This is an optimization exercise on Yosys and OpenROAD, whose aim is small area, a short achievable clock period and few clock cycles per item, not a production implementation.
Where RTL was checked, it was by simulation tests only, not by an equivalence proof against the original.
Function not checked in run 6: the RTL went through the layout flow alone.

===== flow/config.mk =====
export PLATFORM = sky130hd
export DESIGN_NAME = bitcoin_hash
export DESIGN_NICKNAME = bitcoin_hash
export VERILOG_FILES = /design/flow/design.v
export SDC_FILE = /design/flow/constraint.sdc
export NUM_CORES = 4
export LEC_CHECK = 0
export CAP_MARGIN = 30
export CORE_MARGIN = 2
export CORE_UTILIZATION = 40
export PLACE_DENSITY = 0.55
export SLEW_MARGIN = 40

===== flow/constraint.sdc =====
create_clock -name core_clock -period 12.0 [get_ports {clk}]
set_input_delay 2.4000 -clock core_clock [delete_from_list [all_inputs] [get_ports {clk}]]
set_output_delay 2.4000 -clock core_clock [all_outputs]
set_load 0.01 [all_outputs]

===== flow/standard.sh =====
#!/bin/bash
# synth_recipe.tcl (not shown) runs the flow's synth.tcl, then flattens the netlist and writes it again
# the make line also repeats each setting of config.mk as NAME=value (left out here)
make -C /OpenROAD-flow-scripts/flow DESIGN_CONFIG=/design/flow/config.mk WORK_HOME=/design/flow/orfs CLKGATE_MAP_FILE= SYNTH_SCRIPT=/design/flow/synth_recipe.tcl "${@:-finish}"

===== flow/design.v =====
module bitcoin_hash (
  input  logic        clk, reset_n, start,
  input  logic [15:0] message_addr, output_addr,
  output logic        done, mem_clk, mem_we,
  output logic [15:0] mem_addr,
  output logic [31:0] mem_write_data,
  input  logic [31:0] mem_read_data
);
assign mem_clk = 1'b0;
localparam logic [2047:0] KTAB = {
  32'h428a2f98,32'h71374491,32'hb5c0fbcf,32'he9b5dba5,32'h3956c25b,32'h59f111f1,32'h923f82a4,32'hab1c5ed5,
  32'hd807aa98,32'h12835b01,32'h243185be,32'h550c7dc3,32'h72be5d74,32'h80deb1fe,32'h9bdc06a7,32'hc19bf174,
  32'he49b69c1,32'hefbe4786,32'h0fc19dc6,32'h240ca1cc,32'h2de92c6f,32'h4a7484aa,32'h5cb0a9dc,32'h76f988da,
  32'h983e5152,32'ha831c66d,32'hb00327c8,32'hbf597fc7,32'hc6e00bf3,32'hd5a79147,32'h06ca6351,32'h14292967,
  32'h27b70a85,32'h2e1b2138,32'h4d2c6dfc,32'h53380d13,32'h650a7354,32'h766a0abb,32'h81c2c92e,32'h92722c85,
  32'ha2bfe8a1,32'ha81a664b,32'hc24b8b70,32'hc76c51a3,32'hd192e819,32'hd6990624,32'hf40e3585,32'h106aa070,
  32'h19a4c116,32'h1e376c08,32'h2748774c,32'h34b0bcb5,32'h391c0cb3,32'h4ed8aa4a,32'h5b9cca4f,32'h682e6ff3,
  32'h748f82ee,32'h78a5636f,32'h84c87814,32'h8cc70208,32'h90befffa,32'ha4506ceb,32'hbef9a3f7,32'hc67178f2
};
localparam logic [255:0] IVTAB = {
  32'h6a09e667, 32'hbb67ae85, 32'h3c6ef372, 32'ha54ff53a,
  32'h510e527f, 32'h9b05688c, 32'h1f83d9ab, 32'h5be0cd19
};
function automatic logic [31:0] kc(input logic [5:0] i);
  kc = KTAB[(6'd63 - i)*32 +: 32];
endfunction
function automatic logic [31:0] ivc(input logic [2:0] i);
  ivc = IVTAB[(3'd7 - i)*32 +: 32];
endfunction
function automatic logic [31:0] ror(input logic [31:0] x, input int r);
  ror = (x >> r) | (x << (32-r));
endfunction
function automatic logic [63:0] csa(input logic [31:0] x, y, z);
  logic [31:0] s, c;
  s = x ^ y ^ z;
  c = ((x & y) | (x & z) | (y & z)) << 1;
  csa = {s, c};
endfunction
localparam logic [1:0] B_P1 = 2'd0, B_P2 = 2'd1, B_P3 = 2'd2;
localparam logic [2:0] PH_IDLE = 3'd0, PH_PRE = 3'd1, PH_RND = 3'd2,
                       PH_XFER = 3'd3, PH_FIN = 3'd4;
logic [2:0]  ph, ph_n;
logic [1:0]  blk, blk_n;
logic [6:0]  t, t_n;
logic [3:0]  nonce, nonce_n;
logic [31:0] a, b, c, d, e, f, g, hk;
logic [15:0][31:0] win;
logic [3:0][31:0] rp, rq;       
logic [15:0] ma;
logic        we;
logic [31:0] kr;                
logic        c_init, c_initp2, c_load, c_xfer, c_iv0;
logic [3:0]  c_fix;
logic        c_sched, c_mem, c_k80, c_k640, c_k256;
logic [3:0]  c_nn;
logic        c_wr;
logic [4:0]  c_off;
assign done = (ph == PH_IDLE);
assign mem_addr = ma;
assign mem_we = we;
assign mem_write_data = a;    
always_comb begin
  ph_n = ph; blk_n = blk; t_n = t + 7'd1; nonce_n = nonce;
  case (ph)
    PH_IDLE: begin
      t_n = 7'd0;
      if (start) begin ph_n = PH_PRE; blk_n = B_P1; nonce_n = 4'd0; end
    end
    PH_PRE:  if (t == 7'd8) begin ph_n = PH_RND; t_n = 7'd0; end
    PH_XFER: if (t == 7'd7) begin ph_n = PH_RND; blk_n = B_P2; t_n = 7'd0; end
    PH_RND:  if (t == 7'd64) begin
      t_n = 7'd0;
      case (blk)
        B_P1: ph_n = PH_XFER;
        B_P2: blk_n = B_P3;
        default: begin
          nonce_n = nonce + 4'd1;
          if (nonce == 4'd15) ph_n = PH_FIN;
          else blk_n = B_P2;
        end
      endcase
    end
    default: begin ph_n = PH_IDLE; t_n = 7'd0; end
  endcase
end
logic        d_init, d_initp2, d_load, d_xfer, d_iv0;
logic [3:0]  d_fix;
logic        d_sched, d_mem, d_k80, d_k640, d_k256;
logic [3:0]  d_nn;
logic        d_wr;
logic [4:0]  d_off;
always_comb begin
  logic rn;
  rn       = (ph_n == PH_RND);
  d_init   = rn && (t_n == 7'd0);
  d_initp2 = d_init && (blk_n == B_P2);
  d_load   = rn && (t_n == 7'd64) && (blk_n != B_P3);
  d_xfer   = (ph_n == PH_XFER);
  d_iv0    = rn && (blk_n == B_P3) && (t_n == 7'd63);    
  d_fix    = 4'd0;
  if (rn && blk_n == B_P3 && t_n <= 7'd7) d_fix[t_n[2:1]] = 1'b1;
  d_sched = 1'b0; d_mem = 1'b0; d_k80 = 1'b0; d_k640 = 1'b0; d_k256 = 1'b0;
  d_nn = 4'd0;
  case (ph_n)
    PH_PRE:  d_mem = 1'b1;
    PH_XFER: case (t_n[2:0])
               3'd0, 3'd1, 3'd2: d_mem = 1'b1;
               3'd3: d_nn = 4'd0;
               3'd4: d_k80 = 1'b1;
               default: ;
             endcase
    PH_RND: begin
      if (t_n <= 7'd7) begin
        case (blk_n)
          B_P1: d_mem = 1'b1;
          B_P2: d_k640 = (t_n == 7'd7);
          default: begin d_k80 = (t_n == 7'd0); d_k256 = (t_n == 7'd7); end
        endcase
      end else if (blk_n == B_P3 && t_n >= 7'd57) begin
        case (t_n[2:0])
          3'd1, 3'd2, 3'd3: d_mem = 1'b1;          
          3'd4: d_nn = nonce_n + 4'd1;              
          3'd5: d_k80 = 1'b1;                       
          default: ;
        endcase
      end else d_sched = 1'b1;
    end
    default: ;
  endcase
  d_wr  = 1'b0;
  d_off = 5'd16;
  case (ph_n)
    PH_IDLE: d_off = 5'd0;
    PH_PRE:  d_off = t_n[4:0] + 5'd1;
    PH_XFER: d_off = 5'd18;
    PH_RND: begin
      if (blk_n == B_P1) begin
        if (t_n <= 7'd5)       d_off = t_n[4:0] + 5'd10;
        else if (t_n == 7'd64) d_off = 5'd17;
        else                   d_off = 5'd16;
      end else begin
        if (t_n == 7'd56)      d_off = 5'd17;
        else if (t_n == 7'd57) d_off = 5'd18;
        else                   d_off = 5'd16;
        if (blk_n == B_P3 && t_n == 7'd64) begin d_wr = 1'b1; d_off = {1'b0, nonce_n}; end
      end
    end
    default: ;
  endcase
end
logic [31:0] S0, S1, ch, maj, new_a, new_e;
logic [31:0] s1, c1, s2a, c2a, s3a, c3a, s2e, c2e;
always_comb begin
  S1  = ror(e,6) ^ ror(e,11) ^ ror(e,25);
  ch  = (e & f) ^ (~e & g);
  S0  = ror(a,2) ^ ror(a,13) ^ ror(a,22);
  maj = (a & b) | (a & c) | (b & c);
  {s1, c1}   = csa(hk, S1, ch);
  {s2e, c2e} = csa(s1, c1, d);
  {s2a, c2a} = csa(s1, c1, S0);
  {s3a, c3a} = csa(s2a, c2a, maj);
  new_e = s2e + c2e;
  new_a = s3a + c3a;
end
logic [31:0] fixop, wf;
always_comb begin
  fixop = c_xfer ? ivc(t[2:0]) : c_iv0 ? ivc(3'd0) : 32'd0;
  for (int j = 0; j < 4; j++) fixop = fixop | (rq[j] & {32{c_fix[j]}});
  wf = win[8] + fixop;
end
logic [31:0] gsel, hk_next;
logic [31:0] hs, hc, hs2, hc2;
always_comb begin
  if (c_init) gsel = c_initp2 ? rq[3] : ivc(3'd7);
  else        gsel = g;
  {hs, hc}   = csa(gsel, kr, win[8]);
  {hs2, hc2} = csa(hs, hc, fixop);
  hk_next = hs2 + hc2;
end
logic [31:0] sg0, sg1, sched, ss, sc, ss2, sc2, ins;
always_comb begin
  sg0 = ror(win[1],7) ^ ror(win[1],18) ^ (win[1] >> 3);
  sg1 = ror(win[14],17) ^ ror(win[14],19) ^ (win[14] >> 10);
  {ss, sc}   = csa(sg1, win[9], sg0);
  {ss2, sc2} = csa(ss, sc, win[0]);
  sched = ss2 + sc2;
  if (c_sched)    ins = sched;
  else if (c_mem) ins = mem_read_data;
  else            ins = {c_k80, 21'd0, c_k640, c_k256, c_k640, 3'd0, c_nn};
end
always_ff @(posedge clk) begin
  if (c_init) begin
    if (c_initp2) begin
      a <= rp[0]; b <= rq[0]; c <= rp[1]; d <= rq[1];
      e <= rp[2]; f <= rq[2]; g <= rp[3];
    end else begin
      a <= ivc(3'd0); b <= ivc(3'd1); c <= ivc(3'd2); d <= ivc(3'd3);
      e <= ivc(3'd4); f <= ivc(3'd5); g <= ivc(3'd6);
    end
  end else begin
    a <= new_a; b <= a; c <= b; d <= c;
    e <= new_e; f <= e; g <= f;
  end
  hk <= hk_next;
  kr <= kc(t_n[5:0]);
  for (int i = 0; i < 7; i++) win[i] <= win[i+1];
  win[7] <= wf;
  if (c_load) begin
    win[8]  <= new_a; win[9]  <= a; win[10] <= b; win[11] <= c;
    win[12] <= new_e; win[13] <= e; win[14] <= f; win[15] <= g;
  end else begin
    for (int i = 8; i < 15; i++) win[i] <= win[i+1];
    win[15] <= ins;
  end
  for (int j = 0; j < 4; j++) rp[j] <= rq[j];
  if (c_xfer) begin
    for (int j = 0; j < 3; j++) rq[j] <= rp[j+1];
    rq[3] <= wf;
  end else begin
    for (int j = 0; j < 4; j++) rq[j] <= rp[j];
  end
  ma <= (c_wr ? output_addr : message_addr) + {11'd0, c_off};
end
always_ff @(posedge clk, negedge reset_n) begin
  if (!reset_n) begin
    ph <= PH_IDLE; blk <= B_P1; t <= 7'd0; nonce <= 4'd0; we <= 1'b0;
    c_init <= 1'b0; c_initp2 <= 1'b0; c_load <= 1'b0; c_xfer <= 1'b0; c_iv0 <= 1'b0; c_fix <= 4'd0;
    c_sched <= 1'b0; c_mem <= 1'b0; c_k80 <= 1'b0; c_k640 <= 1'b0; c_k256 <= 1'b0;
    c_nn <= 4'd0; c_wr <= 1'b0; c_off <= 5'd0;
  end else begin
    ph <= ph_n; blk <= blk_n; t <= t_n; nonce <= nonce_n;
    we <= (ph == PH_RND) && (blk == B_P3) && (t == 7'd64);
    c_init <= d_init; c_initp2 <= d_initp2; c_load <= d_load; c_xfer <= d_xfer; c_iv0 <= d_iv0; c_fix <= d_fix;
    c_sched <= d_sched; c_mem <= d_mem; c_k80 <= d_k80; c_k640 <= d_k640; c_k256 <= d_k256;
    c_nn <= d_nn; c_wr <= d_wr; c_off <= d_off;
  end
end
endmodule

===== flow/flow/run.sh =====
#!/bin/bash
set -euo pipefail
cd "$(dirname "$0")/.."
export SETUP_SLACK_MARGIN=7
bash standard.sh > make.log 2>&1

==> reports/metrics.cfg, run 1 <==
[timing]
tightestPinTransition_ns = 0.973
hold_viol_final = 0
post-route-period-util = 0.417
rsz0062_at_grt = yes
setup_viol = 0
tns_ns = 0
max_freq_mhz = 200
finalMaxSlewViolations = 0
fin_skew_ns = 0.0527
max-slew-margin-rel = 0.347
period_needed_ns = 5.01

[worst_setup_path]
arrival_ns = 5.68
cp_top_family = compound AO/OA/AOI/OAI gates
max_stage_delay_ns = 0.54
rr_endpoint = hk[31]
crit_start = c_fix[1]
path_depth = 18
reg2regPathDepth = 18
r2r-start = c_fix[1]
crit_required_ns = 12.67
cp-end-kind = register
slowest_stage = fa_1
rrSetupSlack_ns = 6.99
crit_path_max_fanout = 21
worstPathCellList = buf_4 > buf_4 > a22oi_1 > nand3_2 > inv_1 > fa_1 > inv_1 > ha_1 > fa_1 > a21o_1 > a311o_1 > a211o_1 > nand4_1 > a31o_2 > o311ai_1 > a31o_2 > a21oi_2 > xnor2_1
start_kind = register
critPathCapture = hk[31]
setup.worst_path.class = reg2reg
path_buf_inv = 4

[min_path]
min_path_type = reg2reg
min_path_cells = 0

[global_routing]
gr-total-overflow = 0
antenna_found_initial = 6
grt_max_degree = 71
grt_pass1_wl_um = 296000
gr-usage-all-layers = 0.308
grt_pass1_vias = 39600

[clocking]
cts_hold_buf = 0
clkSinkCount = 1113
root_buffer = clkbuf_16
cts_made_buffers = 116
clk_latency_ns = 0.76
htreeDepth = 3
clk_pin_slew_ns = 0.06
tritoncts = done
cts.path.max_buffers = 3

[yosys]
yosysSeqAreaShare = 0.426
async_flop_share = 0.0368
yosysUniqueCellTypes = 91
syn_inst = 5161
avgSynthCellArea_um2 = 10.2
synth_area_mm2 = 0.0528
synth-main-ff-cell = dfxtp_1
synth_edf_count = 0
ys_seq_elements = 1113
syn_nets = 5664
yosys_warnings = 1

[die]
fp.coreArea_mm2 = 0.131
die-area_mm2 = 0.135
std_cell_rows = 133
dieHeight_um = 367
die_w_um = 367
initial_core_util = 0.402
num_io_pins = 118

[finish]
final_core_util = 0.465
fillCellCount = 12500
regArea_mm2 = 0.0226
final_common_cell = dfxtp_1
area_growth_pct = 15.6
multiInputGateArea_mm2 = 0.0280
final_cell_mix = dfxtp_1 (1036), inv_1 (476), mux2_2 (333)
final_cell_area_mm2 = 0.0610
drive_above_1_share = 0.156
finalNetCount = 5724

[placed_design]
dp_hpwl_um = 163000
io_buffers = 116
place.gp.congestion = 1.01
placed_area_mm2 = 0.0556

[routing]
drt_wl_total_um = 212000
wl_per_cell_um = 29.9
first_pass_iters = 7
routed-via-count = 40400
drt_iter0_drc = 4087
detail-route-antenna-nets = 0
avgViaCountPerCell = 5.71
drc = 0

[outcome]
status = complete, no violations

[run]
drv_cap = 0

layout make-up:
| type | count | area share |
|---|---|---|
| antenna | 3 | 0.000123 |
| clock buffer | 160 | 0.0541 |
| clock inverter | 54 | 0.0129 |
| inverter | 489 | 0.0307 |
| multi-input combinational | 3267 | 0.459 |
| sequential | 1113 | 0.371 |
| tap | 1755 | 0.0360 |
| timing repair buffer | 234 | 0.0365 |
metrics by stage:
step / hold slack [ns] / cells / setup WS [ns]
after detailed placement: 0.312 / 6812 / 6.04
final: 0.296 / 7075 / 6.99
after global placement: 0.310 / 6811 / 6.03
after floorplan: 0.310 / 5161 / 7.01
after global routing: 0.318 / 7072 / 6.85
after CTS: 0.309 / 7050 / 6.87
per-layer routing:
metal / share of wire / GRT usage
met1: 0.39 / 0.375
met2: 0.45 / 0.492
met3: 0.075 / 0.0585
met4: 0.080 / 0.211
met5: 0.000057 / 0
registers in the layout, indices dropped and copies added (netlist names), 2 cells and up:
name   flops
a         32
b         32
blk        2
c         32
c_fix      4
c_nn       4
c_off      5
d         32
e         32
f         32
g         32
hk        32
kr        32
ma        16
nonce      4
ph         3
rp       128
rq       128
t          7
win      512
timing repair:
item / 4_1_cts / 5_1_grt
endpoints found under the setup margin: 149 / 108
resized for setup: 97 / 104
buffers inserted: 24 / 20
pin swaps: 9 / 27
worst min-delay path by stage:
stage | start | to | slack (ns)
floorplan | win[132] | win[100] | 0.31
global placement | win[173] | win[141] | 0.31
detailed placement | win[77] | win[45] | 0.31
CTS | win[222] | win[190] | 0.31
global route | win[222] | win[190] | 0.32
finish | win[222] | win[190] | 0.30
synth_stat cells (12+ instances only):
cell type  instances  area share
inv_1            484       0.034
mux2i_1           24      0.0046
fa_1             249       0.094
dfrtp_1           41       0.019
clkbuf_1         246       0.017
o22a_1           113       0.019
o21a_1            21      0.0030
and2_1            15      0.0018
o22ai_1           28      0.0033
or3_1             12      0.0014
and3_1            19      0.0023
a31oi_1           35      0.0041
buf_1             25      0.0018
a21o_1            73       0.010
nand2b_1          32      0.0038
nor3_1            34      0.0032
a21oi_1          261       0.025
xor2_1           124       0.021
nor4_1            13      0.0015
o21ai_0          262       0.025
nor2b_1           34      0.0040
a22oi_1           71       0.010
dfxtp_1         1072        0.41
buf_2             17      0.0016
a22o_1            76       0.013
nand3_1           81      0.0077
mux2_2           334       0.071
o221ai_1          20      0.0033
ha_1             187       0.044
o211ai_1          45      0.0064
a221oi_1          23      0.0038
nand2_1          310       0.022
o21bai_1          28      0.0040
nor2_1           170       0.012
o31ai_1           23      0.0033
maj3_1            30      0.0057
xnor2_1          286       0.047
nand4_1           29      0.0034
a211oi_1          32      0.0046
worst register-to-register path: stages (launching register included):
cell	delay, ns
dfrtp_1	0.32
buf_4	0.32
buf_4	0.45
a22oi_1	0.22
nand3_2	0.16
inv_1	0.07
fa_1	0.54
inv_1	0.05
ha_1	0.24
fa_1	0.46
a21o_1	0.19
a311o_1	0.38
a211o_1	0.33
nand4_1	0.24
a31o_2	0.26
o311ai_1	0.15
a31o_2	0.27
a21oi_2	0.16
xnor2_1	0.13
cell families after synthesis:
logic type	Yosys count	synth area share
and+or+nand+nor	790	0.0693
buffers and inverters	781	0.0563
muxes	358	0.0758
xor gates and xnor gates	411	0.0684
AOI/OAI and AO/OA	1241	0.160
adders and majority gates	466	0.144
other	1	0.0000711
DFF	1113	0.426
Testbench counts, summed over its fixed seeds: cycles 69,248, items 512.
==> run 2: changes to the inputs <==
--- a/flow/config.mk
+++ b/flow/config.mk
@@ -8,5 +8,7 @@
 export CAP_MARGIN = 30
 export CORE_MARGIN = 2
 export CORE_UTILIZATION = 40
+export CTS_BUF_LIST = sky130_fd_sc_hd__clkbuf_8
+export CTS_CLUSTER_SIZE = 30
 export PLACE_DENSITY = 0.55
 export SLEW_MARGIN = 40
==> run 2 against run 1 <==
  * Synthesized area stayed put
  * First-iteration DRC count down 0.83%
  * Synthesized cell count is the same
  * Via count grew 1.5%
  * Non-clock buffer count did not move
  * Critical endpoint unchanged
  * Flip-flop and latch count did not move
  * Sequential share of layout area is essentially flat
  * Routed wire length rose by 1.0%
  * Global-route usage up 0.23 points
  * Worst hold slack better by 0.015 ns
  * Die area stayed put
  * Largest cell class unchanged
==> reports/metrics.cfg, run 2 <==
[outcome]
status = complete, no violations

[die]
num_io_pins = 118  ; unchanged
die_w_um = 367  ; unchanged
die-area_mm2 = 0.135  ; unchanged
fp.coreArea_mm2 = 0.131  ; unchanged
std_cell_rows = 133  ; unchanged
initial_core_util = 0.402  ; unchanged
dieHeight_um = 367  ; unchanged

[placed_design]
dp_hpwl_um = 163000  ; unchanged
io_buffers = 116  ; unchanged
dp_slack_ns = 6.04  ; unchanged
place.gp.congestion = 1.01  ; unchanged
placed_cells = 6812  ; unchanged

[timing]
setup_viol = 0  ; unchanged
max-slew-margin-rel = 0.369  ; +0.0224
rsz0062_at_grt = yes
max_freq_mhz = 198  ; -0.94%
fin_skew_ns = 0.0638  ; +0.0110 ns
period_needed_ns = 5.05  ; +0.0474 ns
post-route-period-util = 0.421  ; +0.00395
tightestPinTransition_ns = 0.940  ; -0.0333 ns
finalMaxSlewViolations = 0  ; unchanged
tns_ns = 0  ; unchanged
holdWs_ns = 0.311  ; +0.0147 ns
setup_slack_ns = 6.95  ; -0.0474 ns
hold_viol_final = 0  ; unchanged

[routing]
drt_wl_total_um = 214000  ; +1.0%
avgViaCountPerCell = 5.69  ; -0.31%
drc = 0  ; unchanged
routed-via-count = 41000  ; +1.5%
detail-route-antenna-nets = 0  ; unchanged
drt_iter0_drc = 4053  ; -0.83%
first_pass_iters = 6  ; -1
wl_per_cell_um = 29.7  ; -0.77%

[yosys]
synth.top_cell.area_share = 0.407  ; unchanged
syn_nets = 5664  ; unchanged
avgSynthCellArea_um2 = 10.2  ; unchanged
synth_area_leaders = dfxtp_1 (41%), fa_1 (9.4%), mux2_2 (7.1%)
yosysUniqueCellTypes = 91  ; unchanged
synth-main-ff-cell = dfxtp_1
async_flop_share = 0.0368  ; unchanged
ys_seq_elements = 1113  ; unchanged
synth_commonest_cells = dfxtp_1 (1072), inv_1 (484), mux2_2 (334)
synth_area_mm2 = 0.0528  ; unchanged
synth.most_common_cell = dfxtp_1
yosysSeqAreaShare = 0.426  ; unchanged
yosys_warnings = 1  ; unchanged
synth_edf_count = 0  ; unchanged
syn_inst = 5161  ; unchanged
yosysTopAreaCell = dfxtp_1

[finish]
layout.cells.non_filler = 7202  ; +1.8%
finalNetCount = 5798  ; +1.3%
largest_reg_flops = 512  ; unchanged
final_common_cell = dfxtp_1
area_growth_pct = 15.7
final_core_util = 0.466  ; +0.000487
final_cell_mix = dfxtp_1 (1035), inv_1 (532), mux2_2 (334)
biggestRegsByFlops = win x512, rp x128, rq x128
fillCellCount = 12600  ; +0.66%
drive_above_1_share = 0.170  ; +0.0139
regMostFlops = win

[worst_setup_path]
cp-end-kind = register
path_buf_inv = 4  ; unchanged
crit_path_max_fanout = 38  ; +81%
cp_top_family = compound AO/OA/AOI/OAI gates
max_stage_delay_ns = 0.54  ; about the same
arrival_ns = 5.88  ; +0.20 ns
crit_required_ns = 12.83  ; +0.16 ns
slowest_stage = buf_4
start_kind = register
worstPathCellList = buf_4 > buf_4 > nand2_1 > nand4_1 > inv_1 > fa_1 > inv_1 > ha_1 > o21ai_0 > a21oi_1 > nand4_1 > a31o_4 > o311ai_1 > a31o_2 > a21oi_2 > xnor2_1
setup.worst_path.class = reg2reg

[global_routing]
gr-total-overflow = 0  ; unchanged
gr-usage-all-layers = 0.310  ; +0.00234
antenna_found_initial = 8  ; +2
grt_pass1_wl_um = 297000  ; +0.52%
grt_max_degree = 71  ; unchanged
grt_pass1_vias = 40200  ; +1.6%

[clocking]
cts.path.max_buffers = 3  ; unchanged
clk_pin_slew_ns = 0.06  ; about the same
clk_latency_ns = 0.97  ; +0.21 ns
tritoncts = done
htreeDepth = 4  ; +1
cts_hold_buf = 0  ; unchanged
root_buffer = clkbuf_8
clkSinkCount = 1113  ; unchanged
cts_made_buffers = 189  ; +63%

[min_path]
min_path_type = reg2reg

[run]
drv_cap = 0  ; unchanged

## run 2: final cells by class
cell class / instances / area, µm² / area share
multi-input combinational: 3268 / 28100 / 0.460
sequential: 1113 / 22600 / 0.370
tap: 1755 / 2200 / 0.0360
clock buffer: 239 / 3290 / 0.0539
inverter: 489 / 1870 / 0.0306
clock inverter: 97 / 769 / 0.0126
timing repair buffer: 234 / 2250 / 0.0369
antenna: 7 / 17.5 / 0.000287
## run 2: cells by family after synthesis
family | share of synthesized area
AO/OA/AOI/OAI | 0.160
flip-flops | 0.426
AND/OR/NAND/NOR | 0.0693
buffers and inverters | 0.0563
adder cells (fa/ha/maj) | 0.144
XOR/XNOR | 0.0684
multiplexers | 0.0758
other | 0.0000711
## run 2: final timing paths
kind	cells past startpoint	start	slack, ns	end
min in group asynchronous	2	reset_n	1.55	t[3]
max in group asynchronous	2	reset_n	9.93	c_xfer
hold reg to reg	0	win[116]	0.31	win[84]
setup reg to reg	16	c_xfer	6.95	hk[31]
hold / removal	0	win[116]	0.31	win[84]
setup / recovery	16	c_xfer	6.95	hk[31]
## run 2: per-layer routing
| layer | track usage | up-vias | part of all wire |
|---|---|---|---|
| li1 | - | 18100 | - |
| met1 | 0.375 | 20400 | 0.39 |
| met2 | 0.494 | 1913 | 0.45 |
| met3 | 0.0660 | 544 | 0.079 |
| met4 | 0.214 | 4 | 0.081 |
| met5 | 0 | - | 0.00013 |
## run 2: timing repair
action / in CTS / in global routing
pin swaps: 8 / 36
buffers inserted: 22 / 22
gates cloned: 0 / 2
resized for setup: 93 / 119
endpoints found under the setup margin: 146 / 112
## run 2: stage by stage
step	instance area [µm²]
3_3_place_gp	55600
2_1_floorplan	52800
6_report	61100
4_1_cts	60300
3_5_place_dp	55600
5_1_grt	61100
## run 2: worst reg2reg max path: cells and delay by family, from the launching register on
family | cells | cell delay (ns)
AO/OA/AOI/OAI | 6 | 1.57
XOR/XNOR | 1 | 0.12
adder cells (fa/ha/maj) | 2 | 0.91
buffers and inverters | 4 | 0.91
flip-flops | 1 | 0.44
AND/OR/NAND/NOR | 3 | 0.97
==> run 3: changes to the inputs <==
--- a/flow/config.mk
+++ b/flow/config.mk
@@ -7,8 +7,6 @@
 export LEC_CHECK = 0
 export CAP_MARGIN = 30
 export CORE_MARGIN = 2
-export CORE_UTILIZATION = 40
-export CTS_BUF_LIST = sky130_fd_sc_hd__clkbuf_8
-export CTS_CLUSTER_SIZE = 30
-export PLACE_DENSITY = 0.55
+export CORE_UTILIZATION = 50
+export PLACE_DENSITY = 0.65
 export SLEW_MARGIN = 40
==> run 3 against run 2 <==
  * Critical path type unchanged
  * Non-clock buffer count decreased by 14
  * First-iteration DRC count is 17% higher
  * Final area fell by 0.49%
  * Global-route usage rose by 5.1 points
  * Sequential share of layout area up 0.18 points
  * Critical path depth up 1
  * Clock-buffer cell count is 97 lower
==> reports/metrics.cfg, run 3 <==
[outcome]
status = complete, no violations

[worst_setup_path]
cp-end-kind = register
cpMostUsedCell = fa_1
path_depth = 17  ; +1
crit_path_max_fanout = 9  ; -76%
path_buf_inv = 2  ; -2
setup.worst_path.class = reg2reg
max_stage_delay_ns = 0.61  ; +0.07 ns
reg2regPathDepth = 17  ; +1
r2r-start = c_initp2
arrival_ns = 5.66  ; -0.22 ns
cp_top_family = compound AO/OA/AOI/OAI gates
start_kind = register
worstPathCellList = inv_8 > or3_1 > o21ai_0 > fa_1 > fa_1 > inv_1 > ha_1 > fa_1 > a21o_1 > a311o_1 > a211o_1 > nand4_1 > a31o_4 > o311ai_1 > a31o_2 > a21oi_1 > xnor2_1
slowest_stage = dfrtp_4
crit_required_ns = 12.66  ; -0.17 ns
crit_start = c_initp2

[timing]
tightestPinTransition_ns = 0.904  ; -0.0354 ns
rsz0062_at_grt = yes
post-route-period-util = 0.416  ; -0.00493
period_needed_ns = 4.99  ; -0.0592 ns
max_freq_mhz = 200  ; +1.2%
hold_viol_final = 0  ; unchanged
finalMaxSlewViolations = 0  ; unchanged
setup_viol = 0  ; unchanged
tns_ns = 0  ; unchanged
max-slew-margin-rel = 0.397  ; +0.0281
fin_skew_ns = 0.0468  ; -0.0169 ns

[yosys]
synth-main-ff-cell = dfxtp_1
ys_seq_elements = 1113  ; unchanged
syn_nets = 5664  ; unchanged
synth_area_mm2 = 0.0528  ; unchanged
yosys_warnings = 1  ; unchanged
synth_area_leaders = dfxtp_1 (41%), fa_1 (9.4%), mux2_2 (7.1%)
yosysUniqueCellTypes = 91  ; unchanged
synth.top_cell.area_share = 0.407  ; unchanged
async_flop_share = 0.0368  ; unchanged
avgSynthCellArea_um2 = 10.2  ; unchanged
syn_inst = 5161  ; unchanged
synth_commonest_cells = dfxtp_1 (1072), inv_1 (484), mux2_2 (334)
synth_edf_count = 0  ; unchanged
yosysTopAreaCell = dfxtp_1
synth.most_common_cell = dfxtp_1
yosysSeqAreaShare = 0.426  ; unchanged

[clocking]
clk_pin_slew_ns = 0.07  ; about the same
tritoncts = done
htreeDepth = 3  ; -1
cts_made_buffers = 112  ; -41%
clkSinkCount = 1113  ; unchanged
clk_latency_ns = 0.74  ; -0.23 ns
cts.path.max_buffers = 3  ; unchanged
root_buffer = clkbuf_16

[global_routing]
antenna_found_initial = 9  ; +1
grt_max_degree = 133  ; +87%
grt_pass1_vias = 39600  ; -1.6%
gr-total-overflow = 0  ; unchanged
gr-usage-all-layers = 0.361  ; +0.0513
grt_pass1_wl_um = 280000  ; -5.8%

[placed_design]
placed_cells = 6437  ; -5.5%
io_buffers = 116  ; unchanged
dp_hpwl_um = 150000  ; -7.5%
place.gp.congestion = 1.06  ; +4.5%

[min_path]
min_path_type = reg2reg
hp-start = win[139]
min_path_cells = 0  ; unchanged

[finish]
final_common_cell = dfxtp_1
drive_above_1_share = 0.158  ; -0.0124
biggestRegsByFlops = win x512, rp x128, rq x128
final_cell_mix = dfxtp_1 (1029), inv_1 (474), mux2_2 (331)
largest_reg_flops = 512  ; unchanged
layout.cells.non_filler = 6696  ; -7.0%
fillCellCount = 9060  ; -28%
area_growth_pct = 15.1
regMostFlops = win
finalNetCount = 5706  ; -1.6%

[die]
fp.coreArea_mm2 = 0.105  ; -20%
die_w_um = 329  ; -10%
die-area_mm2 = 0.108  ; -20%
num_io_pins = 118  ; unchanged
std_cell_rows = 119  ; -11%
dieHeight_um = 329  ; -10%
initial_core_util = 0.503  ; +0.100

[routing]
wl_per_cell_um = 29.6  ; -0.34%
routed-via-count = 40700  ; -0.64%
detail-route-antenna-nets = 0  ; unchanged
drt_wl_total_um = 198000  ; -7.3%
drc = 0  ; unchanged
first_pass_iters = 6  ; unchanged
avgViaCountPerCell = 6.08  ; +6.9%
drt_iter0_drc = 4745  ; +17%

[run]
drv_cap = 0  ; unchanged

==> run 3: repair_timing <==
| action | 4_1_cts | 5_1_grt |
|---|---|---|
| cloned | 2 | 2 |
| pin swaps | 13 | 31 |
| endpoints found under the setup margin | 187 | 97 |
| hold endpoints to repair | 0 | 0 |
| resized for setup | 121 | 110 |
| hold buffers | 0 | 0 |
| buffers inserted | 21 | 16 |
==> run 3: area by class of cell <==
class	instances	area (µm²)	share of cell area
multi-input cells	3267	28100	0.462
flip-flops and latches	1113	22600	0.372
clock buffers	142	3120	0.0514
repair buffers	220	2240	0.0368
inverters	489	1860	0.0306
well taps	1391	1740	0.0286
clock inverters	71	1090	0.0180
diodes	3	7.51	0.000124
==> run 3: metrics by stage <==
step                utilization  setup WS (ns)  hold slack (ns)  instance area (µm²)
floorplan                     -           7.01            0.310                52800
global placement          0.525           5.69            0.310                55100
detailed placement        0.525           5.85            0.312                55100
CTS                       0.572           6.92            0.310                60000
global route              0.579           6.87            0.323                60800
finish                    0.579           7.01            0.309                60800
==> run 3: cell families after synthesis <==
group                    count (synthesis)  share of synthesized area
AND/OR/NAND/NOR                        790                     0.0693
multiplexers                           358                     0.0758
XOR/XNOR                               411                     0.0684
AO/OA/AOI/OAI                         1241                      0.160
flip-flops                            1113                      0.426
other                                    1                  0.0000711
buffers and inverters                  781                     0.0563
adder cells (fa/ha/maj)                466                      0.144
==> run 3: worst paths after layout <==
check / slack (ns) / end
worst max-delay path: 7.01 / hk[31]
worst min-delay path: 0.31 / win[107]
max in group asynchronous: 9.79 / c_init
min in group asynchronous: 1.76 / nonce[0]
worst min register to register: 0.31 / win[107]
worst max register to register: 7.01 / hk[31]
==> run 3: metal layers <==
layer	global-route usage	vias to the layer above	routed length (µm)
met5	0	-	36
met3	0.0700	590	17300
met4	0.252	6	16700
li1	-	17900	-
met1	0.448	20100	75700
met2	0.568	2193	88500
==> run 4: changes to the inputs <==
==> flow/config.mk (replaced) <==
export PLATFORM = sky130hd
export DESIGN_NAME = bitcoin_hash
export DESIGN_NICKNAME = bitcoin_hash
export VERILOG_FILES = /design/flow/design.v
export SDC_FILE = /design/flow/constraint.sdc
export NUM_CORES = 4
export LEC_CHECK = 0
export CAP_MARGIN = 10
export CORE_MARGIN = 2
export CORE_UTILIZATION = 40
export PLACE_DENSITY = 0.55
export SLEW_MARGIN = 10
==> run 4 against run 3 <==
  * Register-to-register slack got worse by 0.02 ns
  * Still clean on timing, DRC and antenna
  * Worst setup slack got worse by 0.022 ns
  * Maximum frequency fell by 0.44%
  * Die area rose by 25%
  * Critical endpoint unchanged
  * Sequential share of layout area fell by 0.086 points
  * Flip-flop and latch count did not move
  * Critical path depth did not move
  * Synthesized cell count did not move
  * First-iteration DRC count fell by 17%
==> reports/metrics.cfg, run 4 <==
[routing]
drt_wl_total_um = 213000  ; +7.6%
routed-via-count = 40400  ; -0.84%
detail-route-antenna-nets = 0  ; unchanged
first_pass_iters = 5  ; -1
avgViaCountPerCell = 5.71  ; -6.1%
drc = 0  ; unchanged
wl_per_cell_um = 30.2  ; +1.9%
drt_iter0_drc = 3941  ; -17%

[clocking]
root_buffer = clkbuf_16
tritoncts = done
clkSinkCount = 1113  ; unchanged
cts.path.max_buffers = 3  ; unchanged
cts_hold_buf = 0  ; unchanged
clk_latency_ns = 0.75  ; about the same
cts_made_buffers = 117  ; +4.5%
clk_pin_slew_ns = 0.07  ; about the same
htreeDepth = 3  ; unchanged

[outcome]
status = complete, no violations

[min_path]
min_path_cells = 0  ; unchanged
min_path_type = reg2reg
min_to = win[144]
hp-start = win[176]

[yosys]
synth-main-ff-cell = dfxtp_1
syn_nets = 5664  ; unchanged
avgSynthCellArea_um2 = 10.2  ; unchanged
yosys_warnings = 1  ; unchanged
synth_area_leaders = dfxtp_1 (41%), fa_1 (9.4%), mux2_2 (7.1%)
yosysTopAreaCell = dfxtp_1
yosysUniqueCellTypes = 91  ; unchanged
yosysSeqAreaShare = 0.426  ; unchanged
synth_edf_count = 0  ; unchanged
synth_commonest_cells = dfxtp_1 (1072), inv_1 (484), mux2_2 (334)
synth.most_common_cell = dfxtp_1
ys_seq_elements = 1113  ; unchanged
async_flop_share = 0.0368  ; unchanged
syn_inst = 5161  ; unchanged
synth.top_cell.area_share = 0.407  ; unchanged
synth_area_mm2 = 0.0528  ; unchanged

[worst_setup_path]
crit_required_ns = 12.67  ; about the same
start_kind = register
rr_endpoint = hk[31]
reg2regPathDepth = 17  ; unchanged
cp-end-kind = register
cpMostUsedCell = fa_1
max_stage_delay_ns = 0.51  ; -0.10 ns
cp_top_family = compound AO/OA/AOI/OAI gates
rrSetupSlack_ns = 6.98  ; -0.02 ns
setup.worst_path.class = reg2reg
worstPathCellList = clkinv_8 > nor2_4 > a22oi_1 > fa_1 > fa_1 > inv_1 > ha_1 > fa_2 > a21o_1 > a311o_1 > a211o_1 > nand4_1 > a31o_4 > o311ai_2 > a31o_2 > a21oi_2 > xnor2_1
path_buf_inv = 2  ; unchanged
slowest_stage = dfrtp_4
arrival_ns = 5.69  ; +0.03 ns
r2r-start = c_init
crit_path_max_fanout = 45  ; +36

[die]
die_w_um = 367  ; +12%
dieHeight_um = 367  ; +12%
fp.coreArea_mm2 = 0.131  ; +25%
num_io_pins = 118  ; unchanged
std_cell_rows = 133  ; +12%
die-area_mm2 = 0.135  ; +25%
initial_core_util = 0.402  ; -0.100

[finish]
layout.cells.non_filler = 7073  ; +5.6%
final_common_cell = dfxtp_1
finalNetCount = 5724  ; +0.32%
final_cell_mix = dfxtp_1 (1035), inv_1 (475), mux2_2 (334)
fillCellCount = 12500  ; +38%
area_growth_pct = 15.4
biggestRegsByFlops = win x512, rp x128, rq x128
drive_above_1_share = 0.156  ; -0.00211
final_core_util = 0.464  ; -0.114
regMostFlops = win
largest_reg_flops = 512  ; unchanged

[global_routing]
gr-usage-all-layers = 0.309  ; -0.0527
gr-total-overflow = 0  ; unchanged
grt_pass1_vias = 39700  ; +0.40%
antenna_found_initial = 10  ; +1
grt_pass1_wl_um = 297000  ; +6.1%
grt_max_degree = 71  ; -47%
grtUsageMet1 = 0.380  ; -0.0680
gr-max-usage-layer = met2
met3_usage = 0.0538  ; -0.0162
met2_usage = 0.491  ; -0.0765

[timing]
setup_viol = 0  ; unchanged
fin_skew_ns = 0.0405  ; -0.00627 ns
post-route-period-util = 0.418  ; +0.00185
rsz0062_at_grt = yes
period_needed_ns = 5.02  ; +0.0222 ns
tightestPinTransition_ns = 1.09  ; +0.183 ns
tns_ns = 0  ; unchanged
max-slew-margin-rel = 0.275  ; -0.122
finalMaxSlewViolations = 0  ; unchanged
hold_viol_final = 0  ; unchanged
max_freq_mhz = 199  ; -0.44%

[placed_design]
place.gp.congestion = 1.01  ; -4.3%
io_buffers = 116  ; unchanged
placed_cells = 6811  ; +5.8%
dp_hpwl_um = 163000  ; +8.1%

[run]
drv_cap = 0  ; unchanged

==> run 4: metrics by stage <==
step	hold WS [ns]	setup WS (ns)	instance area, µm²
final	0.319	6.98	60900
after global routing	0.328	6.85	60900
after CTS	0.318	6.79	60200
after detailed placement	0.312	6.06	55600
after global placement	0.310	6.03	55600
after floorplan	0.310	7.01	52800
==> run 4: area by class of cell <==
type	count	area, µm²	share of cell area
Antenna cell	2	5.00	0.0000822
Clock buffer	157	3320	0.0545
Clock inverter	57	704	0.0116
Inverter	489	1870	0.0307
Multi-Input combinational cell	3268	28000	0.459
Sequential cell	1113	22600	0.371
Tap cell	1755	2200	0.0361
Timing Repair Buffer	232	2240	0.0368
==> run 4: what timing repair did <==
item	in CTS	in global routing
gates cloned	0	2
gates resized for setup	96	112
pin swaps	9	31
setup endpoints to repair	146	108
buffers inserted	20	24
==> run 4: worst max path at each step <==
stage                  start      to  cells past startpoint
floorplan               e[1]   a[25]                     19
global placement    c_initp2  hk[30]                     17
detailed placement  c_initp2  hk[31]                     17
CTS                 c_initp2  hk[31]                     18
global route        c_initp2  hk[31]                     18
finish                c_init  hk[31]                     17
==> run 4: metal layers <==
layer  up-vias  wire [µm]
met4         8      17900
met5         -         46
met1     20200      84000
met3       498      15500
met2      1813      96000
li1      17900          -
==> run 4: logic make-up (layout without fill, tap and decap cells) <==
group                    count (synthesis)  in the layout  synth area share
buffers and inverters                  781            935            0.0563
other                                    1              3         0.0000711
AND/OR/NAND/NOR                        790            791            0.0693
AO/OA/AOI/OAI                         1241           1241             0.160
flip-flops                            1113           1113             0.426
XOR/XNOR                               411            411            0.0684
multiplexers                           358            358            0.0758
adder cells (fa/ha/maj)                466            466             0.144
==> run 5: changes to the inputs <==
--- a/flow/design.v
+++ b/flow/design.v
@@ -50,6 +50,7 @@
 logic        we;
 logic [31:0] kr;                
 logic        c_init, c_initp2, c_load, c_xfer, c_iv0;
+logic        c_ginit, c_gp2, c_ring;    
 logic [3:0]  c_fix;
 logic        c_sched, c_mem, c_k80, c_k640, c_k256;
 logic [3:0]  c_nn;
@@ -84,6 +85,7 @@
   endcase
 end
 logic        d_init, d_initp2, d_load, d_xfer, d_iv0;
+logic        d_ginit, d_gp2, d_ring;
 logic [3:0]  d_fix;
 logic        d_sched, d_mem, d_k80, d_k640, d_k256;
 logic [3:0]  d_nn;
@@ -96,6 +98,9 @@
   d_initp2 = d_init && (blk_n == B_P2);
   d_load   = rn && (t_n == 7'd64) && (blk_n != B_P3);
   d_xfer   = (ph_n == PH_XFER);
+  d_ginit  = d_init || d_xfer;
+  d_gp2    = d_initp2 || d_xfer;
+  d_ring   = d_xfer || (ph_n == PH_PRE) || (rn && blk_n == B_P1);
   d_iv0    = rn && (blk_n == B_P3) && (t_n == 7'd63);    
   d_fix    = 4'd0;
   if (rn && blk_n == B_P3 && t_n <= 7'd7) d_fix[t_n[2:1]] = 1'b1;
@@ -149,18 +154,19 @@
   endcase
 end
 logic [31:0] S0, S1, ch, maj, new_a, new_e;
-logic [31:0] s1, c1, s2a, c2a, s3a, c3a, s2e, c2e;
+logic [31:0] s1, c1, s2a, c2a, s3a, c3a, s4a, c4a, s2e, c2e;
 always_comb begin
   S1  = ror(e,6) ^ ror(e,11) ^ ror(e,25);
   ch  = (e & f) ^ (~e & g);
   S0  = ror(a,2) ^ ror(a,13) ^ ror(a,22);
   maj = (a & b) | (a & c) | (b & c);
-  {s1, c1}   = csa(hk, S1, ch);
-  {s2e, c2e} = csa(s1, c1, d);
-  {s2a, c2a} = csa(s1, c1, S0);
-  {s3a, c3a} = csa(s2a, c2a, maj);
+  {s1, c1}   = csa(hk, ch, d);
+  {s2e, c2e} = csa(s1, c1, S1);
+  {s2a, c2a} = csa(hk, ch, maj);
+  {s3a, c3a} = csa(s2a, c2a, S1);
+  {s4a, c4a} = csa(s3a, c3a, S0);
   new_e = s2e + c2e;
-  new_a = s3a + c3a;
+  new_a = s4a + c4a;
 end
 logic [31:0] fixop, wf;
 always_comb begin
@@ -171,7 +177,7 @@
 logic [31:0] gsel, hk_next;
 logic [31:0] hs, hc, hs2, hc2;
 always_comb begin
-  if (c_init) gsel = c_initp2 ? rq[3] : ivc(3'd7);
+  if (c_ginit) gsel = c_gp2 ? rq[3] : ivc(3'd7);
   else        gsel = g;
   {hs, hc}   = csa(gsel, kr, win[8]);
   {hs2, hc2} = csa(hs, hc, fixop);
@@ -213,7 +219,7 @@
     win[15] <= ins;
   end
   for (int j = 0; j < 4; j++) rp[j] <= rq[j];
-  if (c_xfer) begin
+  if (c_ring) begin
     for (int j = 0; j < 3; j++) rq[j] <= rp[j+1];
     rq[3] <= wf;
   end else begin
@@ -225,12 +231,14 @@
   if (!reset_n) begin
     ph <= PH_IDLE; blk <= B_P1; t <= 7'd0; nonce <= 4'd0; we <= 1'b0;
     c_init <= 1'b0; c_initp2 <= 1'b0; c_load <= 1'b0; c_xfer <= 1'b0; c_iv0 <= 1'b0; c_fix <= 4'd0;
+    c_ginit <= 1'b0; c_gp2 <= 1'b0; c_ring <= 1'b0;
     c_sched <= 1'b0; c_mem <= 1'b0; c_k80 <= 1'b0; c_k640 <= 1'b0; c_k256 <= 1'b0;
     c_nn <= 4'd0; c_wr <= 1'b0; c_off <= 5'd0;
   end else begin
     ph <= ph_n; blk <= blk_n; t <= t_n; nonce <= nonce_n;
     we <= (ph == PH_RND) && (blk == B_P3) && (t == 7'd64);
     c_init <= d_init; c_initp2 <= d_initp2; c_load <= d_load; c_xfer <= d_xfer; c_iv0 <= d_iv0; c_fix <= d_fix;
+    c_ginit <= d_ginit; c_gp2 <= d_gp2; c_ring <= d_ring;
     c_sched <= d_sched; c_mem <= d_mem; c_k80 <= d_k80; c_k640 <= d_k640; c_k256 <= d_k256;
     c_nn <= d_nn; c_wr <= d_wr; c_off <= d_off;
   end
==> flow/run.sh (new file) <==
#!/bin/bash
# synth_recipe.tcl (not shown) runs the flow's synth.tcl, then flattens the netlist and writes it again
# the make line also repeats each setting of config.mk as NAME=value (left out here)
make -C /OpenROAD-flow-scripts/flow DESIGN_CONFIG=/design/flow/config.mk WORK_HOME=/design/flow/orfs CLKGATE_MAP_FILE= SYNTH_SCRIPT=/design/flow/synth_recipe.tcl finish
==> flow/config.mk (replaced) <==
export PLATFORM = sky130hd
export DESIGN_NAME = bitcoin_hash
export DESIGN_NICKNAME = bitcoin_hash
export VERILOG_FILES = /design/flow/design.v
export SDC_FILE = /design/flow/constraint.sdc
export NUM_CORES = 4
export LEC_CHECK = 0
export CAP_MARGIN = 30
export CORE_MARGIN = 2
export CORE_UTILIZATION = 50
export PLACE_DENSITY = 0.65
export SETUP_SLACK_MARGIN = 5
export SLEW_MARGIN = 40
removed: flow/flow/run.sh
removed: flow/standard.sh
==> run 5 against run 4 <==
  * Register-to-register slack worse by 1.5 ns
  * Routed wire length about the same
  * Sequential share of layout area up 0.12 points
  * Synthesized area up 2.0%
  * Flip-flop and latch count up 3
  * Clock skew up 0.019 ns
  * Clock-buffer cell count up 6
  * Synthesized cell count up 4.3%
  * Global-route usage up 7.1 points
  * Highest routed layer unchanged
==> reports/metrics.cfg, run 5 <==
[outcome]
status = complete, no violations

[timing]
max_freq_mhz = 154  ; -23%
period_needed_ns = 6.51  ; +1.50 ns
rsz0062_at_grt = no
tightestPinTransition_ns = 0.922  ; -0.166 ns
max-slew-margin-rel = 0.381  ; +0.106
post-route-period-util = 0.543  ; +0.125
finalMaxSlewViolations = 0  ; unchanged
hold_viol_final = 0  ; unchanged
setup_viol = 0  ; unchanged
tns_ns = 0  ; unchanged
fin_skew_ns = 0.0591  ; +0.0185 ns

[finish]
drive_above_1_share = 0.123  ; -0.0328
biggestRegsByFlops = win x512, rp x128, rq x128
regMostFlops = win
final_cell_mix = dfxtp_1 (1072), inv_1 (580), o21ai_0 (391)
final_core_util = 0.567  ; +0.103
area_growth_pct = 12.6
largest_reg_flops = 512  ; unchanged
fillCellCount = 9443  ; -25%
final_common_cell = dfxtp_1
finalNetCount = 5961  ; +4.1%

[yosys]
synthAdderAreaFrac = 0.151  ; +0.00622
avgSynthCellArea_um2 = 10.0  ; -2.2%
yosysTopAreaCell = dfxtp_1
synth_top_family_by_area = compound AO/OA/AOI/OAI gates
synth_area_leaders = dfxtp_1 (40%), fa_1 (10%), mux2_2 (7.0%)
synth_area_mm2 = 0.0538  ; +2.0%
synthXorXnorAreaFrac = 0.0670  ; -0.00132
yosys_warnings = 1  ; unchanged
synth.most_common_cell = dfxtp_1
synth.top_cell.area_share = 0.399  ; -0.00801
synth_commonest_cells = dfxtp_1 (1072), inv_1 (581), o21ai_0 (391)
syn_nets = 5916  ; +4.4%
synthSimpleGateAreaFrac = 0.0721  ; +0.00284
yosysSeqAreaShare = 0.419  ; -0.00700
synth_edf_count = 0  ; unchanged
async_flop_share = 0.0394  ; +0.00259
ys_seq_elements = 1116  ; +0.27%
muxShareOfSynthArea = 0.0740  ; -0.00180
synth-main-ff-cell = dfxtp_1
yosysUniqueCellTypes = 85  ; -6.6%
synth-compound-area-share = 0.156  ; -0.00328
syn_inst = 5383  ; +4.3%

[placed_design]
io_buffers = 116  ; unchanged
place.gp.congestion = 1.02  ; +0.58%
dp_hpwl_um = 165000  ; +1.2%

[clocking]
clk_pin_slew_ns = 0.07  ; about the same
cts_made_buffers = 114  ; -2.6%
tritoncts = done
root_buffer = clkbuf_16
cts_resized = 0  ; -100%
clk_latency_ns = 0.74  ; about the same
clkSinkCount = 1116  ; +0.27%
cts_setup_buffers = 0  ; -100%
cts_hold_buf = 0  ; unchanged
cts.path.max_buffers = 3  ; unchanged
htreeDepth = 3  ; unchanged

[global_routing]
antenna_found_initial = 13  ; +3
grt_max_degree = 201  ; +180%
gr-max-usage-layer = met2
grt_pass1_wl_um = 301000  ; +1.0%
grt_pass1_vias = 40700  ; +2.5%
gr-usage-all-layers = 0.380  ; +0.0711
grtUsageMet1 = 0.497  ; +0.118
gr-total-overflow = 0  ; unchanged
met2_usage = 0.576  ; +0.0848
met3_usage = 0.0835  ; +0.0298

[die]
die_w_um = 332  ; -9.6%
std_cell_rows = 120  ; -9.8%
die-area_mm2 = 0.110  ; -18%
num_io_pins = 118  ; unchanged
dieHeight_um = 332  ; -9.6%
initial_core_util = 0.504  ; +0.101
fp.coreArea_mm2 = 0.107  ; -18%

[routing]
detail-route-antenna-nets = 0  ; unchanged
avgViaCountPerCell = 6.10  ; +6.9%
drt_iter0_drc = 4813  ; +22%
first_pass_iters = 9  ; +4
drt_wl_total_um = 213000  ; about the same
routed-via-count = 42300  ; +4.8%
drc = 0  ; unchanged
wl_per_cell_um = 30.8  ; +2.1%

[worst_setup_path]
rr_endpoint = hk[27]
setup.worst_path.class = reg2reg
crit_path_max_fanout = 12  ; -73%
rrSetupSlack_ns = 5.49  ; -1.50 ns
reg2regPathDepth = 20  ; +3
start_kind = register
arrival_ns = 7.10  ; +1.41 ns
crit_required_ns = 12.59  ; -0.08 ns
r2r-start = t[1]
cp-end-kind = register

[min_path]
min_path_type = reg2reg
hp-start = win[118]
min_to = win[86]
min_path_cells = 0  ; unchanged

[run]
drv_cap = 0  ; unchanged

==> run 5: final cells by class <==
type                    count  area [µm²]  area share
repair buffers            206        1900      0.0313
diodes                      5        12.5    0.000206
multi-input cells        3403       28200       0.465
well taps                1403        1760      0.0290
clock buffers             163        3350      0.0553
clock inverters            48         629      0.0104
inverters                 587        2200      0.0364
flip-flops and latches   1116       22600       0.372
==> run 5: worst max path at each step <==
| stage | start | endpoint | slack [ns] | cells past startpoint |
|---|---|---|---|---|
| after global routing | t[1] | hk[27] | 5.32 | 20 |
| after global placement | t[1] | hk[27] | 5.86 | 20 |
| after floorplan | a[14] | a[29] | 7.35 | 17 |
| after CTS | t[1] | hk[27] | 5.65 | 20 |
| final | t[1] | hk[27] | 5.49 | 20 |
| after detailed placement | t[1] | hk[27] | 5.69 | 20 |
==> run 5: worst max-delay path, cell delays in order, from the launching register on <==
cell and delay, ns:
dfrtp_1 0.62, inv_1 0.28, ha_1 0.37, o311ai_0 0.78, buf_4 0.29, nand3_1 0.21, inv_1 0.14, fa_1 0.39
inv_1 0.07, ha_1 0.19, inv_1 0.07, fa_1 0.46, nor2b_1 0.22, o31ai_1 0.12, a211oi_1 0.61, o211ai_1 0.24
a21oi_1 0.41, o41ai_1 0.23, a31oi_1 0.37, a21oi_1 0.15, xnor2_1 0.15
==> run 5: metrics by stage <==
step	hold WS (ns)	worst slack [ns]	cell area, µm²	std cells
2_1_floorplan	0.310	7.35	53800	5383
3_3_place_gp	0.310	5.86	56400	6709
3_5_place_dp	0.312	5.69	56600	6713
4_1_cts	0.321	5.65	60500	6924
5_1_grt	0.321	5.32	60600	6926
6_report	0.319	5.49	60600	6931
==> run 5: kinds of logic after synthesis <==
| logic type | Yosys count |
|---|---|
| adder cells (fa/ha/maj) | 484 |
| XOR/XNOR | 412 |
| multiplexers | 354 |
| buffers and inverters | 864 |
| AO/OA/AOI/OAI | 1305 |
| flip-flops | 1116 |
| other | 1 |
| AND/OR/NAND/NOR | 847 |
==> run 5: layer usage <==
layer	vias to the layer above	routed length, µm
met5	-	64
met4	10	15100
met3	532	20500
met2	2277	92200
met1	21000	85600
li1	18500	-
Testbench counts of run 5, summed over its fixed seeds: cycles 69,248, items 512.
==> run 6: changes to the inputs <==
--- a/flow/design.v
+++ b/flow/design.v
@@ -52,6 +52,7 @@
 logic        c_init, c_initp2, c_load, c_xfer, c_iv0;
 logic        c_ginit, c_gp2, c_ring;    
 logic [3:0]  c_fix;
+logic [7:0]  c_iv;                
 logic        c_sched, c_mem, c_k80, c_k640, c_k256;
 logic [3:0]  c_nn;
 logic        c_wr;
@@ -84,9 +85,12 @@
     default: begin ph_n = PH_IDLE; t_n = 7'd0; end
   endcase
 end
+wire kz = (ph == PH_IDLE) || (ph == PH_FIN) || ((ph == PH_PRE) && (t == 7'd8)) ||
+          ((ph == PH_XFER) && (t == 7'd7)) || ((ph == PH_RND) && (t == 7'd64));
 logic        d_init, d_initp2, d_load, d_xfer, d_iv0;
 logic        d_ginit, d_gp2, d_ring;
 logic [3:0]  d_fix;
+logic [7:0]  d_iv;
 logic        d_sched, d_mem, d_k80, d_k640, d_k256;
 logic [3:0]  d_nn;
 logic        d_wr;
@@ -102,6 +106,9 @@
   d_gp2    = d_initp2 || d_xfer;
   d_ring   = d_xfer || (ph_n == PH_PRE) || (rn && blk_n == B_P1);
   d_iv0    = rn && (blk_n == B_P3) && (t_n == 7'd63);    
+  d_iv     = 8'd0;
+  if (d_xfer) d_iv[t_n[2:0]] = 1'b1;
+  if (d_iv0)  d_iv[0] = 1'b1;
   d_fix    = 4'd0;
   if (rn && blk_n == B_P3 && t_n <= 7'd7) d_fix[t_n[2:1]] = 1'b1;
   d_sched = 1'b0; d_mem = 1'b0; d_k80 = 1'b0; d_k640 = 1'b0; d_k256 = 1'b0;
@@ -124,7 +131,7 @@
       end else if (blk_n == B_P3 && t_n >= 7'd57) begin
         case (t_n[2:0])
           3'd1, 3'd2, 3'd3: d_mem = 1'b1;          
-          3'd4: d_nn = nonce_n + 4'd1;              
+          3'd4: d_nn = nonce + 4'd1;                
           3'd5: d_k80 = 1'b1;                       
           default: ;
         endcase
@@ -170,7 +177,8 @@
 end
 logic [31:0] fixop, wf;
 always_comb begin
-  fixop = c_xfer ? ivc(t[2:0]) : c_iv0 ? ivc(3'd0) : 32'd0;
+  fixop = 32'd0;
+  for (int k = 0; k < 8; k++) fixop = fixop | (ivc(3'(k)) & {32{c_iv[k]}});
   for (int j = 0; j < 4; j++) fixop = fixop | (rq[j] & {32{c_fix[j]}});
   wf = win[8] + fixop;
 end
@@ -208,7 +216,7 @@
     e <= new_e; f <= e; g <= f;
   end
   hk <= hk_next;
-  kr <= kc(t_n[5:0]);
+  kr <= kz ? kc(6'd0) : kc(t[5:0] + 6'd1);    
   for (int i = 0; i < 7; i++) win[i] <= win[i+1];
   win[7] <= wf;
   if (c_load) begin
@@ -230,14 +238,14 @@
 always_ff @(posedge clk, negedge reset_n) begin
   if (!reset_n) begin
     ph <= PH_IDLE; blk <= B_P1; t <= 7'd0; nonce <= 4'd0; we <= 1'b0;
-    c_init <= 1'b0; c_initp2 <= 1'b0; c_load <= 1'b0; c_xfer <= 1'b0; c_iv0 <= 1'b0; c_fix <= 4'd0;
+    c_init <= 1'b0; c_initp2 <= 1'b0; c_load <= 1'b0; c_xfer <= 1'b0; c_iv0 <= 1'b0; c_fix <= 4'd0; c_iv <= 8'd0;
     c_ginit <= 1'b0; c_gp2 <= 1'b0; c_ring <= 1'b0;
     c_sched <= 1'b0; c_mem <= 1'b0; c_k80 <= 1'b0; c_k640 <= 1'b0; c_k256 <= 1'b0;
     c_nn <= 4'd0; c_wr <= 1'b0; c_off <= 5'd0;
   end else begin
     ph <= ph_n; blk <= blk_n; t <= t_n; nonce <= nonce_n;
     we <= (ph == PH_RND) && (blk == B_P3) && (t == 7'd64);
-    c_init <= d_init; c_initp2 <= d_initp2; c_load <= d_load; c_xfer <= d_xfer; c_iv0 <= d_iv0; c_fix <= d_fix;
+    c_init <= d_init; c_initp2 <= d_initp2; c_load <= d_load; c_xfer <= d_xfer; c_iv0 <= d_iv0; c_fix <= d_fix; c_iv <= d_iv;
     c_ginit <= d_ginit; c_gp2 <= d_gp2; c_ring <= d_ring;
     c_sched <= d_sched; c_mem <= d_mem; c_k80 <= d_k80; c_k640 <= d_k640; c_k256 <= d_k256;
     c_nn <= d_nn; c_wr <= d_wr; c_off <= d_off;
==> flow/flow/run.sh (new file) <==
#!/bin/bash
set -euo pipefail
cd "$(dirname "$0")/.."
export SETUP_SLACK_MARGIN=8
bash standard.sh > make.log 2>&1
==> flow/standard.sh (new file) <==
#!/bin/bash
# synth_recipe.tcl (not shown) runs the flow's synth.tcl, then flattens the netlist and writes it again
# the make line also repeats each setting of config.mk as NAME=value (left out here)
make -C /OpenROAD-flow-scripts/flow DESIGN_CONFIG=/design/flow/config.mk WORK_HOME=/design/flow/orfs CLKGATE_MAP_FILE= SYNTH_SCRIPT=/design/flow/synth_recipe.tcl "${@:-finish}"
--- a/flow/config.mk
+++ b/flow/config.mk
@@ -7,7 +7,6 @@
 export LEC_CHECK = 0
 export CAP_MARGIN = 30
 export CORE_MARGIN = 2
-export CORE_UTILIZATION = 50
-export PLACE_DENSITY = 0.65
-export SETUP_SLACK_MARGIN = 5
+export CORE_UTILIZATION = 40
+export PLACE_DENSITY = 0.55
 export SLEW_MARGIN = 40
removed: flow/run.sh
==> run 6 against run 5 <==
  * Still clean on timing, DRC and antenna
  * First-iteration DRC count shrank 3.6%
  * Critical path depth shrank 2
  * Routed wire length grew 2.0%
  * Highest routed layer unchanged
==> reports/metrics.cfg, run 6 <==
[die]
num_io_pins = 118  ; unchanged
initial_core_util = 0.404  ; -0.0996
std_cell_rows = 134  ; +12%
die_w_um = 371  ; +12%
dieHeight_um = 371  ; +12%
die-area_mm2 = 0.138  ; +25%

[timing]
fin_skew_ns = 0.0668  ; +0.00766 ns
holdWs_ns = 0.283  ; -0.0357 ns
finalMaxSlewViolations = 0  ; unchanged
post-route-period-util = 0.408  ; -0.135
setup_viol = 0  ; unchanged
tightestPinTransition_ns = 0.947  ; +0.0257 ns

[yosys]
synth.top_cell.area_share = 0.398  ; -0.00105
synth_area_leaders = dfxtp_1 (40%), fa_1 (10%), mux2_2 (7.2%)
ys_seq_elements = 1122  ; +0.54%
synth_edf_count = 0  ; unchanged
yosysUniqueCellTypes = 90  ; +5.9%
synth_area_mm2 = 0.0540  ; +0.26%
yosysTopAreaCell = dfxtp_1
avgSynthCellArea_um2 = 10.1  ; +0.77%
syn_nets = 5894  ; -0.37%

[finish]
final_core_util = 0.504  ; -0.0630
drive_above_1_share = 0.258  ; +0.135
area_growth_pct = 24.8
finalNetCount = 6183  ; +3.7%
biggestRegsByFlops = win x512, rp x128, rq x128

[worst_setup_path]
max_stage_delay_ns = 0.53  ; -0.25 ns
cp-end-kind = register
cpMostUsedCell = fa_1
path_buf_inv = 3  ; -2
crit_start = e[11]
r2r-start = e[11]
start_kind = register

[min_path]
hp-start = win[144]

[placed_design]
io_buffers = 116  ; unchanged
place.gp.congestion = 1.02  ; -0.21%

[clocking]
clk_latency_ns = 0.77  ; +0.03 ns
cts.path.max_buffers = 3  ; unchanged
clkSinkCount = 1122  ; +0.54%

[global_routing]
antenna_found_initial = 14  ; +1
grt_pass1_vias = 41300  ; +1.3%
gr-usage-all-layers = 0.309  ; -0.0704
gr-total-overflow = 0  ; unchanged

[routing]
detail-route-antenna-nets = 0  ; unchanged
drt_iter0_drc = 4642  ; -3.6%
drt_wl_total_um = 218000  ; +2.0%

[outcome]
status = complete, no violations

[run 6: area by class of cell]
cell class / count / area, µm² / share of cell area
Multi-Input combinational cell: 3361 / 31600 / 0.470
Sequential cell: 1122 / 23000 / 0.341
Timing Repair Buffer: 443 / 4230 / 0.0628
Clock buffer: 162 / 3420 / 0.0508
Inverter: 599 / 2270 / 0.0337
Tap cell: 1768 / 2210 / 0.0328
Clock inverter: 47 / 609 / 0.00905
Antenna cell: 6 / 15.0 / 0.000223
[run 6: final timing paths]
path	cells past startpoint	slack, ns	to
setup / recovery	18	7.11	win[284]
hold / removal	0	0.28	win[112]
setup reg to reg	18	7.11	win[284]
hold reg to reg	0	0.28	win[112]
max in group asynchronous	2	9.73	c_ring
min in group asynchronous	2	1.72	c_wr
[run 6: what timing repair did]
action | CTS | global route
setup buffers | 152 | 95
resized for setup | 622 | 297
pin swaps | 184 | 171
gates cloned | 4 | 0
hold buffers | 0 | 0
setup endpoints to repair | 282 | 199
[run 6: stage by stage]
step / instances / worst slack [ns] / cell area, µm²
after detailed placement: 7040 / 5.95 / 57500
after global placement: 7038 / 5.96 / 57400
after floorplan: 5356 / 7.55 / 54500
after global routing: 7504 / 6.99 / 67300
final: 7508 / 7.11 / 67400
after CTS: 7405 / 7.14 / 65200
[run 6: cell families after synthesis]
| group | count (synthesis) | synth area share |
|---|---|---|
| simple gates | 861 | 0.0742 |
| mux | 394 | 0.0811 |
| buf+inv | 873 | 0.0610 |
| fa+ha+maj | 488 | 0.151 |
| xor+xnor | 424 | 0.0688 |
| flops | 1122 | 0.421 |
| compound gates | 1193 | 0.143 |
| other cells | 1 | 0.0000695 |
[run 6: per-layer routing]
| layer | routed length, µm | GRT usage | vias to the layer above | part of all wire |
|---|---|---|---|---|
| met4 | 14000 | 0.159 | 8 | 0.064 |
| li1 | - | - | 18800 | - |
| met2 | 94000 | 0.470 | 2084 | 0.43 |
| met5 | 54 | 0 | - | 0.00025 |
| met3 | 19600 | 0.0615 | 523 | 0.090 |
| met1 | 90100 | 0.417 | 21300 | 0.41 |

re-timing with driven ports:
The results above use ideal ports. As a check the final layouts listed here were re-extracted and re-timed, cells and wires unchanged. Step 1 sets driving cells, clkbuf_16 on the clock port and buf_2 on the other inputs (assumed; they add their load-dependent delay and slew). Step 2 also shifts input and output timing later by t, the mid clock arrival at the registers, as if the neighbouring blocks saw the same clock. a / b / c = ideal / step 1 / step 2; a / b = the first two.
run | shift t [ns] | slack for setup (ns) | worst hold slack (ns) | worst setup path after step 2 | worst data-port slew with drivers (ns)
run 1 | 0.816 | 6.995 / 6.995 / 6.716 | 0.296 / 0.296 / 0.296 | input to register | 0.04
run 2 | 1.008 | 6.947 / 6.947 / 6.740 | 0.311 / 0.311 / 0.311 | input to register | 0.04
run 3 | 0.788 | 7.007 / 7.007 / 6.794 | 0.309 / 0.309 / 0.309 | input to register | 0.04
run 4 | 0.812 | 6.984 / 6.984 / 6.727 | 0.319 / 0.319 / 0.319 | input to register | 0.05
run 5 | 0.783 | 5.487 / 5.487 / 5.487 | 0.319 / 0.319 / 0.319 | register to register | 0.07
run 6 | 0.814 | 7.105 / 7.105 / 7.105 | 0.283 / 0.283 / 0.283 | register to register | 0.08
After both steps every run listed still meets setup and hold. For run 1, which loses most, drivers alone change the setup slack by 0.000 ns; drivers and shift together by -0.279 ns.
